This design comes from an exercise in tuning for small area and a short achievable clock period on the open sky130 flow, not from production work.
In this exercise RTL edits were held to simulation tests only and were not proved equivalent to the original.
Power figures rest on the tool's default switching activity, not on a simulated workload.

## flow/design.v (module list and top-level ports; edited modules follow where they fit)
// module SAD_cal: 6979 lines
module SAD_cal(rstn,clk,din,refi,cal_en,sad,sad_val);
  // ...
==> flow/flow/run.sh <==
#!/bin/bash
# The standard layout (standard.sh), with plain buf_1 cells as the port buffers
# instead of the delay cells buffer_ports picks by default.
set -euo pipefail
export BUFFER_PORTS_ARGS="-buffer_cell sky130_fd_sc_hd__buf_1"
bash standard.sh > standard.log 2>&1
==> flow/standard.sh <==
#!/bin/bash
# synth_recipe.tcl (not shown) runs the flow's synth.tcl, then flattens the netlist and writes it again
# the make line also repeats each setting of config.mk as NAME=value (left out here)
make -C /OpenROAD-flow-scripts/flow DESIGN_CONFIG=/design/flow/config.mk WORK_HOME=/design/flow/orfs CLKGATE_MAP_FILE= SYNTH_SCRIPT=/design/flow/synth_recipe.tcl "${@:-finish}"
==> flow/config.mk <==
export PLATFORM = sky130hd
export DESIGN_NAME = SAD_cal
export DESIGN_NICKNAME = SAD_cal
export VERILOG_FILES = /design/flow/design.v
export SDC_FILE = /design/flow/constraint.sdc
export NUM_CORES = 4
export LEC_CHECK = 0
export CAP_MARGIN = 20
export CORE_AREA = 2 2 718 718
export DIE_AREA = 0 0 720 720
export PLACE_DENSITY = 0.6
export SETUP_SLACK_MARGIN = 0.6
export SLEW_MARGIN = 20
==> flow/constraint.sdc <==
create_clock -name core_clock -period 4.0 [get_ports {clk}]
set_input_delay 0.8000 -clock core_clock [delete_from_list [all_inputs] [get_ports {clk}]]
set_output_delay 0.8000 -clock core_clock [all_outputs]
set_load 0.01 [all_outputs]
==> impl_metrics.py, run 1 <==
metrics = {
    "outcome": {
        "outcome": "no timing/DRC/antenna violations",
    },
    "setup_path": {
        "endpoint_type_of_the_worst_setup_path": "flip-flop",
        "cpMostUsedCell": "sky130_fd_sc_hd__fa_1",
    },
    "detailed_routing": {
        "detail_route.vias_per_cell": 4.134,
        "final_antenna_net_count": 0,
        "detail_route.wirelength_mm": 694.3,
    },
    "final_layout": {
        "antennaDiodeCount": 356,
        "top_regs": "total_q: 16 flops, vld: 4 flops",
        "largestClassByArea": "multi-input combinational cells",
        "final-nonclk-buf-share": 0.09933,
        "fill_cells": 56450,
        "non_filler_instance_count_after_layout": 18160,
        "drive_above_1_share": 0.07454,
    },
    "timing": {
        "grt_setup_unrepaired": "false",
        "number_of_pins_with_negative_max_slew_slack_in_the_final_report": 0,
        "setup_viol": 0,
        "setup_tns_ns": 0,
    },
    "placed_design": {
        "gp_congestion": 1.111,
        "post_place_cells": 17610,
    },
    "synthesis": {
        "area_contributors_post_synth": "sky130_fd_sc_hd__fa_1 34%, sky130_fd_sc_hd__dfxtp_1 16%, sky130_fd_sc_hd__ha_1 13%",
        "netlist_top_cells_count": "1958 x sky130_fd_sc_hd__inv_1, 1448 x sky130_fd_sc_hd__fa_1, 917 x sky130_fd_sc_hd__ha_1",
        "yosys_register_bits": 682,
        "syn_nets": 12990,
        "main_combinational_cell_family_by_area_after_synthesis": "adder cells",
    },
    "power_and_ir_drop": {
        "sw_frac_of_total": 0.5224,
        "power.share.sequential": 0.172,
    },
    "job": {
        "timing.max_cap.violations": 0,
    },
    "grt": {
        "busiest_layer": "met2",
        "grt_util_all_layers": 0.2607,
        "overall_overflow_remaining_after_global_route": 0,
        "globalRouteMet3Util": 0.1034,
    },
    "clocking": {
        "insertion_delay_ns": 0.89,
        "buffer_count_from_post_cts_setup_fixing": 0,
        "tritoncts_clock_tree": "done",
        "cts.repair.resized": 3,
        "cts_inserted_buffers": 102,
    },
    "hold_path": {
        "hp-class": "in2async",
    },
}
==> inputs of run 2 (changes only) <==
--- a/flow/config.mk
+++ b/flow/config.mk
@@ -10,4 +10,3 @@
 export DIE_AREA = 0 0 720 720
 export PLACE_DENSITY = 0.6
-export SETUP_SLACK_MARGIN = 0.6
 export SLEW_MARGIN = 20
==> run 2 against run 1 <==
  * Combinational power hardly changed
  * Via count hardly changed
  * Largest cell class unchanged
  * Die area stayed put
  * Still clean
  * Critical path type unchanged
==> impl_metrics.py, run 2 <==
metrics = {
    "grt": {
        "vias_in_the_first_global_route": 75270,
        "grt_util_all_layers": 0.2599,
        "grt_pass1_wl_mm": 846.9,
        "overall_overflow_remaining_after_global_route": 0,
        "number_of_antenna_violations_at_the_first_check_in_global_routing": 868,
        "pin_count_of_the_biggest_net_entering_global_routing": 17,
    },
    "final_layout": {
        "post-route-util": 0.2144,
        "fill_cells": 56390,
        "regMostFlops": "total_q",
        "layout-area-overhead-vs-synth_pct": 27.52,
        "mostFrequentLayoutCell": "sky130_fd_sc_hd__buf_1",
        "top_regs": "total_q: 16 flops, vld: 4 flops",
        "ff_latch_area_sq_um": 13670,
        "non_filler_instance_count_after_layout": 18230,
        "nets": 15480,
        "most-common-layout-cells": "2061 x sky130_fd_sc_hd__buf_1, 1958 x sky130_fd_sc_hd__inv_1, 1448 x sky130_fd_sc_hd__fa_1",
        "drive_above_1_share": 0.06086,
        "largest_register_ff_count": 16,
        "multiInputGateArea_sq_um": 64150,
    },
    "timing": {
        "grt_setup_unrepaired": "false",
        "worst_pin_slew_ns": 0.9763,
        "finalCritPeriodShare": 0.8726,
        "clock_skew_ns": 0.1033,
        "number_of_pins_with_negative_max_slew_slack_in_the_final_report": 0,
        "setup_viol": 0,
        "fmax_mhz": 286.5,
        "setup_tns_ns": 0,
        "count_of_endpoints_failing_hold_in_the_final_timing_report": 0,
        "period_needed_ns": 3.491,
        "maxSlewHeadroom": 0.3470,
    },
    "synthesis": {
        "yosys_warnings": 1,
        "area_contributors_post_synth": "sky130_fd_sc_hd__fa_1 34%, sky130_fd_sc_hd__dfxtp_1 16%, sky130_fd_sc_hd__ha_1 13%",
        "syn_avg_cell_area_sq_um": 9.994,
        "netlist.area_leader.share": 0.3383,
        "ys_types": 59,
        "yosys.area.top_type": "sky130_fd_sc_hd__fa_1",
        "asyncSetResetFlopFracSynth": 0.005865,
        "netlist_top_cells_count": "1958 x sky130_fd_sc_hd__inv_1, 1448 x sky130_fd_sc_hd__fa_1, 917 x sky130_fd_sc_hd__ha_1",
        "syn_nets": 12990,
        "yosys.cell_count.top_type": "sky130_fd_sc_hd__inv_1",
        "yosys_register_bits": 682,
        "syn_area_sq_um": 85680,
        "synthesis.instances": 8574,
        "synth_enable_flop_cells": 0,
        "yosys_most_used_dff": "sky130_fd_sc_hd__dfxtp_1",
        "yosysSeqAreaShare": 0.1596,
    },
    "clocking": {
        "clkSinkCount": 682,
        "cts_max_level": 3,
        "root_buf_cell": "sky130_fd_sc_hd__clkbuf_16",
        "cts_inserted_buffers": 100,
        "buffer_count_from_post_cts_setup_fixing": 0,
        "post_cts_clock_slew_at_the_launch_and_capture_registers_of_the_worst_setup_and_hold_paths_ns": 0.06,
        "tritoncts_clock_tree": "done",
        "insertion_delay_ns": 0.88,
        "cts_buffer_depth": 4,
    },
    "detailed_routing": {
        "detailroute.via_count": 75120,
        "detail_route.first_pass.iterations": 5,
        "avgRoutedWirePerCell_um": 38.04,
        "drc_violation_total_after_the_first_tritonroute_iteration": 6084,
        "detail_route.drc_violations": 0,
        "detail_route.wirelength_mm": 693.3,
        "final_antenna_net_count": 0,
        "detail_route.vias_per_cell": 4.121,
    },
    "job": {
        "timing.max_cap.violations": 0,
    },
    "floorplanning": {
        "fp.coreArea_sq_um": 509800,
        "dieArea_sq_um": 518400,
        "ioPinCount": 2068,
        "floorplan.initialDensity": 0.1681,
        "die_y_extent_um": 720,
        "die_width_um": 720,
        "floorplan.rows": 262,
    },
    "hold_path": {
        "timing.hold.worst_path_depth": 1,
        "hp-class": "in2reg",
        "holdCritStartpoint": "cal_en",
        "min_to": "vld[0]$_DFF_PN0_",
    },
    "setup_path": {
        "r2r_cells": 6,
        "setup.worst_path.class": "in2reg",
        "worstReg2RegStart": "r1390$_DFF_P_",
        "r2r_end": "r2612$_DFF_P_",
        "timing.critical_path.required_ns": 4.66,
        "setup.worst_path.start_class": "input pin",
        "endpoint_type_of_the_worst_setup_path": "flip-flop",
        "arrival_ns": 4.15,
        "ff2ff_setup_slack_ns": 0.87,
        "crit_path_max_fanout": 6,
    },
    "power_and_ir_drop": {
        "ir_worst_vdd_v": 0.001054,
        "leakage_nw": 47.97,
        "power_density_nw_per_um2": 877.6,
    },
    "outcome": {
        "outcome": "no timing/DRC/antenna violations",
    },
    "placed_design": {
        "gp_congestion": 1.132,
        "dp_hpwl_mm": 660.1,
        "port_buffers": 2067,
        "post_place_cells": 17690,
    },
}
## run 2: cell counts after synthesis
Identical to the previous run, type by type.
## run 2: routing by layer
metal  share of wire  global-route usage  up-vias
met4           0.060              0.1207      370
met3            0.10              0.1068     1533
li1                -                   -    32450
met5          0.0034            0.003421        -
met1            0.39              0.3004    36950
met2            0.45              0.4173     3815
## run 2: worst max-delay path by stage
stage	start	endpoint	slack [ns]
4_1_cts	refi[144]	r1420$_DFF_P_	0.62
5_1_grt	refi[176]	r1337$_DFF_P_	0.43
2_1_floorplan	refi[872]	r1430$_DFF_P_	0.44
3_3_place_gp	refi[448]	r1424$_DFF_P_	-0.30
3_5_place_dp	refi[448]	r1424$_DFF_P_	-0.31
6_report	refi[176]	r1337$_DFF_P_	0.51
## run 2: metrics by stage
stage / hold WS, ns / total power [mW] / setup slack (ns) / instance area [sq um]
2_1_floorplan: 0.3096 / 50.45 / 0.4419 / 85680
3_3_place_gp: 0.3116 / 86.37 / -0.2984 / 104900
3_5_place_dp: 0.3121 / 87.75 / -0.3052 / 104900
4_1_cts: 0.02565 / 97.93 / 0.6201 / 108400
5_1_grt: 0.08371 / 104.3 / 0.4305 / 108800
6_report: 0.1229 / 95.89 / 0.5094 / 109300
## run 2: what timing repair did
item                                    4_1_cts  5_1_grt
endpoints found under the hold margin         4        0
hold buffers                                  1        0
endpoints found under the setup margin        0        0
resized for setup                             0        0
## run 2: final cells by class
| class | count | share of cell area |
|---|---|---|
| sequential | 682 | 0.1251 |
| tap | 6732 | 0.07709 |
| clock buffer | 124 | 0.02483 |
| timing repair buffer | 2489 | 0.1040 |
| inverter | 1958 | 0.06726 |
| antenna | 354 | 0.008107 |
| clock inverter | 58 | 0.006481 |
| multi-input combinational | 5829 | 0.5871 |
## run 2: power by group
| group | switching [mW] | internal, mW | total, mW |
|---|---|---|---|
| Clock | 4.03 | 5.57 | 9.60 |
| Sequential | 4.03 | 12.2 | 16.3 |
| Combinational | 42.7 | 27.4 | 70.0 |
| Total | 50.7 | 45.2 | 95.9 |
## run 2: logic make-up after synthesis
group,after synthesis,share of synthesized area
and+or+nand+nor,844,0.04814
buffers and inverters,2063,0.09176
AOI/OAI and AO/OA,1336,0.09605
xor gates and xnor gates,1216,0.1243
DFF,682,0.1596
adders and majority gates,2365,0.4722
muxes,68,0.007958
## run 2: worst max-delay path, cell delays in order
cell,delay [ns]
sky130_fd_sc_hd__buf_1,0.07
sky130_fd_sc_hd__inv_1,0.11
sky130_fd_sc_hd__ha_1,0.22
sky130_fd_sc_hd__fa_1,0.41
sky130_fd_sc_hd__a21oi_1,0.38
sky130_fd_sc_hd__o211ai_1,0.27
sky130_fd_sc_hd__o21ai_0,0.18
sky130_fd_sc_hd__nor2b_1,0.20
sky130_fd_sc_hd__buf_4,0.21
sky130_fd_sc_hd__xnor2_1,0.10
sky130_fd_sc_hd__fa_1,0.60
sky130_fd_sc_hd__inv_1,0.08
sky130_fd_sc_hd__fa_1,0.50

-- what the ideal ports hide --
In the flow no input, the clock included, has a driving cell. The finished layouts below were timed again as built, in two steps.
Step 1, drivers: a clkbuf_16 drives clk and a buf_2 each remaining input, both assumed.
Step 2 also shifts input and output timing later by t, the mid clock arrival at the registers, as if the neighbouring blocks saw the same clock.
Slacks: ideal ports / drivers / drivers and shift; pairs: ideal ports / drivers.
run	t, ns	setup slack, ns	worst setup path at the end	clock arrival spread, ns
run 1	0.942	0.650 / 0.575 / -0.367	input to register	0.091 / 0.092
run 2	0.932	0.509 / 0.365 / -0.567	input to register	0.107 / 0.108
With both steps, setup timing fails in run 1 and run 2, where it was met with ideal ports. The setup slack of run 2, which loses most, moves by -0.144 ns with the drivers and by -1.076 ns with both steps.
